Background: an optimization exercise with open tools, aiming at small area, a short achievable clock period and few clock cycles. Do not read the settings as production practice.
Only simulation tests tie the RTL to the original design; equivalence was not proved.
Power is estimated from default activity; no workload was simulated.

==> inputs of exp/ember <==
==> flow/design.v (excerpt) <==
module exunit(
	input wire clk,
	input wire reset,
	input wire [31:0] exinstr,
	input wire [63:0] exr0,
	input wire [63:0] exr1,
	input wire [63:0] exlink,
	input wire alugo,
	output wire [63:0] exalur,
	output wire exovfl,
	output wire exbcmp,
	output wire alubusy,
	output wire [63:0] lo,
	output wire [63:0] hi
);
clock: 20.0 ns
lec_check: 0
cap_margin: 40
cell_pad_in_sites_detail_placement: 1
core_margin: 2
core_utilization: 30
gpl_routability_driven: 1
place_density: 0.45
setup_slack_margin: 5
slew_margin: 40
run.sh (not shown) runs the stock make flow with config.mk's settings and CLKGATE_MAP_FILE= SYNTH_SCRIPT=/design/flow/synth_recipe.tcl, a recipe that flattens the netlist after the stock synthesis.
==> exp/garnet: changes against exp/ember <==
--- a/flow/design.v
+++ b/flow/design.v
@@ -563,15 +563,15 @@
 	wire opsub = op == ALUSUB;
 	wire opimm = op == ALUADDIMM;
 	wire opslt = op == ALUSLT;
 	wire dosub = opsub | opslt | cond == CONDGET | cond[3];
 	wire [63:0] ysrc = opimm ? {{48{exinstr[15]}}, exinstr[15:0]} : exr1;
 	wire [63:0] yeff = ysrc ^ {64{dosub}};
 	wire [64:0] asum;
-	ksadd #(64, 6) aadd(.a(exr0), .b(yeff), .c(dosub), .s(asum));
+	bkadd #(64) aadd(.a(exr0), .b(yeff), .c(dosub), .s(asum));
 	wire [63:0] sum = asum[63:0];
 	wire ltu = !asum[64];
 	wire lts = (exr0[63] ^ exr1[63]) ? exr0[63] : sum[63];
 	wire [63:0] v = ~(exr0 ^ yeff) & (exr0 ^ sum);
 	wire [63:0] aext = dw ? exr0 : {{32{sx & exr0[31]}}, exr0[31:0]};
 	wire [63:0] bext = dw ? exr1 : {{32{sx & exr1[31]}}, exr1[31:0]};
 	wire sa = sx & aext[63];
@@ -712,34 +712,17 @@
 			one = b1 ^ b0;
 			two = b2 ? (!b1 & !b0) : (b1 & b0);
 			negs[bk] = b2;
 			row[bk] = (({66{one}} & a66) | ({66{two}} & a2)) ^ {66{b2}};
 			row[bk][65] = !row[bk][65];
 		end
 	localparam [77:0] SGNC = -((78'd1 << 65) + (78'd1 << 67) + (78'd1 << 69) + (78'd1 << 71) + (78'd1 << 73));
-	wire [77:0] m0 = {2'b0, pin[67:0], 1'b0, negs[3], 1'b0, negs[2], 1'b0, negs[1], 1'b0, negs[0]};
-	wire [77:0] m1 = {12'd0, row[0]};
-	wire [77:0] m2 = {10'd0, row[1], 2'd0};
-	wire [77:0] m3 = {8'd0, row[2], 4'd0};
-	wire [77:0] m4 = {6'd0, row[3], 6'd0};
-	wire [77:0] m5 = {4'd0, row[4], 8'd0};
-	wire [77:0] m6 = SGNC | {69'd0, negs[4], 8'd0};
-	wire [77:0] s1 = m1 ^ m2 ^ m3;
-	wire [77:0] c1 = {(m1[76:0] & m2[76:0]) | (m1[76:0] & m3[76:0]) | (m2[76:0] & m3[76:0]), 1'b0};
-	wire [77:0] s2 = m4 ^ m5 ^ m6;
-	wire [77:0] c2 = {(m4[76:0] & m5[76:0]) | (m4[76:0] & m6[76:0]) | (m5[76:0] & m6[76:0]), 1'b0};
-	wire [77:0] s3 = s1 ^ c1 ^ s2;
-	wire [77:0] c3 = {(s1[76:0] & c1[76:0]) | (s1[76:0] & s2[76:0]) | (c1[76:0] & s2[76:0]), 1'b0};
-	wire [77:0] s4 = s3 ^ c3 ^ c2;
-	wire [77:0] c4 = {(s3[76:0] & c3[76:0]) | (s3[76:0] & c2[76:0]) | (c3[76:0] & c2[76:0]), 1'b0};
-	wire [77:0] s5 = s4 ^ c4 ^ m0;
-	wire [77:0] c5 = {(s4[76:0] & c4[76:0]) | (s4[76:0] & m0[76:0]) | (c4[76:0] & m0[76:0]), 1'b0};
-	wire [78:0] tsum;
-	ksadd #(78, 7) madd(.a(s5), .b(c5), .c(1'b0), .s(tsum));
-	wire [77:0] tlow = tsum[77:0];
+	wire [77:0] tlow = {2'b0, pin[67:0], 1'b0, negs[3], 1'b0, negs[2], 1'b0, negs[1], 1'b0, negs[0]} +
+		{12'd0, row[0]} + {10'd0, row[1], 2'd0} + {8'd0, row[2], 4'd0} + {6'd0, row[3], 6'd0} + {4'd0, row[4], 8'd0} +
+		{69'd0, negs[4], 8'd0} + SGNC;
 	wire [51:0] upin = pin[119:68];
 	reg [52:0] pa, pz;
 	reg [51:0] upout;
 	integer ui;
 	always @(*) begin
 		pa[0] = 1'b1;
 		pz[0] = 1'b1;
@@ -889,38 +872,14 @@
 				if(((i + 1) % (2 << l)) == (1 << l) && i >= (2 << l)) begin
 					g[i] = g[i] | (p[i] & g[i - (1 << l)]);
 					p[i] = p[i] & p[i - (1 << l)];
 				end
 	end
 	assign s = {g[N-1], (a ^ b) ^ {g[N-2:0], c}};
 endmodule
-module ksadd #(
-	parameter N = 64,
-	parameter L = 6
-) (
-	input wire [N-1:0] a,
-	input wire [N-1:0] b,
-	input wire c,
-	output wire [N:0] s
-);
-	reg [N-1:0] g, p;
-	integer i, l;
-	always @(*) begin
-		g = a & b;
-		p = a ^ b;
-		g[0] = g[0] | (p[0] & c);
-		for(l = 0; l < L; l = l + 1)
-			for(i = N - 1; i >= 0; i = i - 1)
-				if(i >= (1 << l)) begin
-					g[i] = g[i] | (p[i] & g[i - (1 << l)]);
-					p[i] = p[i] & p[i - (1 << l)];
-				end
-	end
-	assign s = {g[N-1], (a ^ b) ^ {g[N-2:0], c}};
-endmodule
  `timescale 1 ns / 1 ps
 `default_nettype none
 module exunit(
 	input wire clk,
 	input wire reset,
 	input wire [31:0] exinstr,
 	input wire [63:0] exr0,
==> flow/config.mk (replaced) <==
export PLATFORM = sky130hd
export DESIGN_NAME = exunit
export DESIGN_NICKNAME = exunit
export VERILOG_FILES = /design/flow/design.v
export SDC_FILE = /design/flow/constraint.sdc
export NUM_CORES = 4
export LEC_CHECK = 0
export CAP_MARGIN = 40
export CORE_MARGIN = 2
export CORE_UTILIZATION = 30
export GPL_ROUTABILITY_DRIVEN = 1
export PLACE_DENSITY = 0.45
export SETUP_SLACK_MARGIN = 5
export SLEW_MARGIN = 40
==> run notes <==
| item | exp/garnet | exp/ember |
|---|---|---|
| Layout multi-input combinational cell count | 7123 | 7348 |
| Flop+latch power | 378 uW | 317 uW |
| Number of antenna repair diodes | 58 | 144 |
| Met1 Resource Use GR | 0.600 | 0.687 |
| Clk power | 362 uW | 379 uW |
| Multi-input combinational area share | 0.731 | 0.724 |
| Source-to-sink clock delay at the later pin of the worst-skew pair | 0.57 ns | 0.55 ns |
| Cell accounting for the most synthesized area | sky130_fd_sc_hd__ha_1 | sky130_fd_sc_hd__fa_1 |
| Worst Hold Margin | 0.872 ns | 0.854 ns |
| Final Cell Area | 0.0755 mm^2 | 0.0788 mm^2 |
| Syn-to-layout area delta | 25.7% | 26.0% |
| Number of setup buffers added after CTS | 147 | 108 |
| Leak Pwr | 31.9 nW | 31.4 nW |
| Clock-cell share of area | 0.00744 | 0.00756 |
| Fraction of final layout cells with drive strength greater than 1 | 0.175 | 0.167 |
| Most used standard cell by instance count after synthesis | sky130_fd_sc_hd__nand2_1 | sky130_fd_sc_hd__a21oi_1 |
| Data-path buffer share of cell area in the final layout | 0.141 | 0.146 |
| Summed instance area of the synthesized netlist | 0.0601 mm^2 | 0.0625 mm^2 |
| Status | complete, but fails checks | timing/DRC/antenna clean |
| Reasons for failing layout checks | antenna violations | - |
| Largest fanout on the critical path | 12 | 53 |
| Die W | 451 um | 460 um |
| Mapped Avg Cell Area | 7.03 um^2 | 7.02 um^2 |
| Power per standard cell area | 176 mW/mm^2 | 240 mW/mm^2 |
| Portion of total power attributed to the clock network | 0.027 | 0.020 |
| Final worst-path cycle share | 0.842 | 0.762 |
| Met2 wire len | 198000 um | 233000 um |
Testbench counts of exp/ember, summed over its fixed seeds: cycles 10,149.
Testbench counts of exp/garnet, summed over its fixed seeds: cycles 10,149.

-- separate check: timing with driven ports --
Ports are ideal in the flow. The routed layouts listed here were re-timed in OpenROAD.
Step 1 sets driving cells, clkbuf_16 on the clock port and buf_2 on the other inputs (assumed; they add their load-dependent delay and slew).
Step 2, shift: input delay + t, output delay - t, t = (earliest + latest rising clock arrival at the registers) / 2. This alone moves slack from input paths to output paths.
Slacks: ideal ports / drivers / drivers and shift; pairs: ideal ports / drivers.
| run | shift t [ns] | setup WS [ns] | hold WS [ns] | worst slew at a driven data input, ns | cell pins on the clock port's net |
|---|---|---|---|---|---|
| exp/ember | 0.634 | 4.750 / 4.728 / 4.344 | 0.854 / 0.854 / 0.854 | 0.12 | 1 |
| exp/garnet | 0.645 | 3.163 / 3.222 / 2.577 | 0.872 / 0.872 / 0.872 | 0.11 | 1 |
For exp/garnet, which loses most, drivers alone change the setup slack by +0.059 ns; drivers and shift together by -0.586 ns.
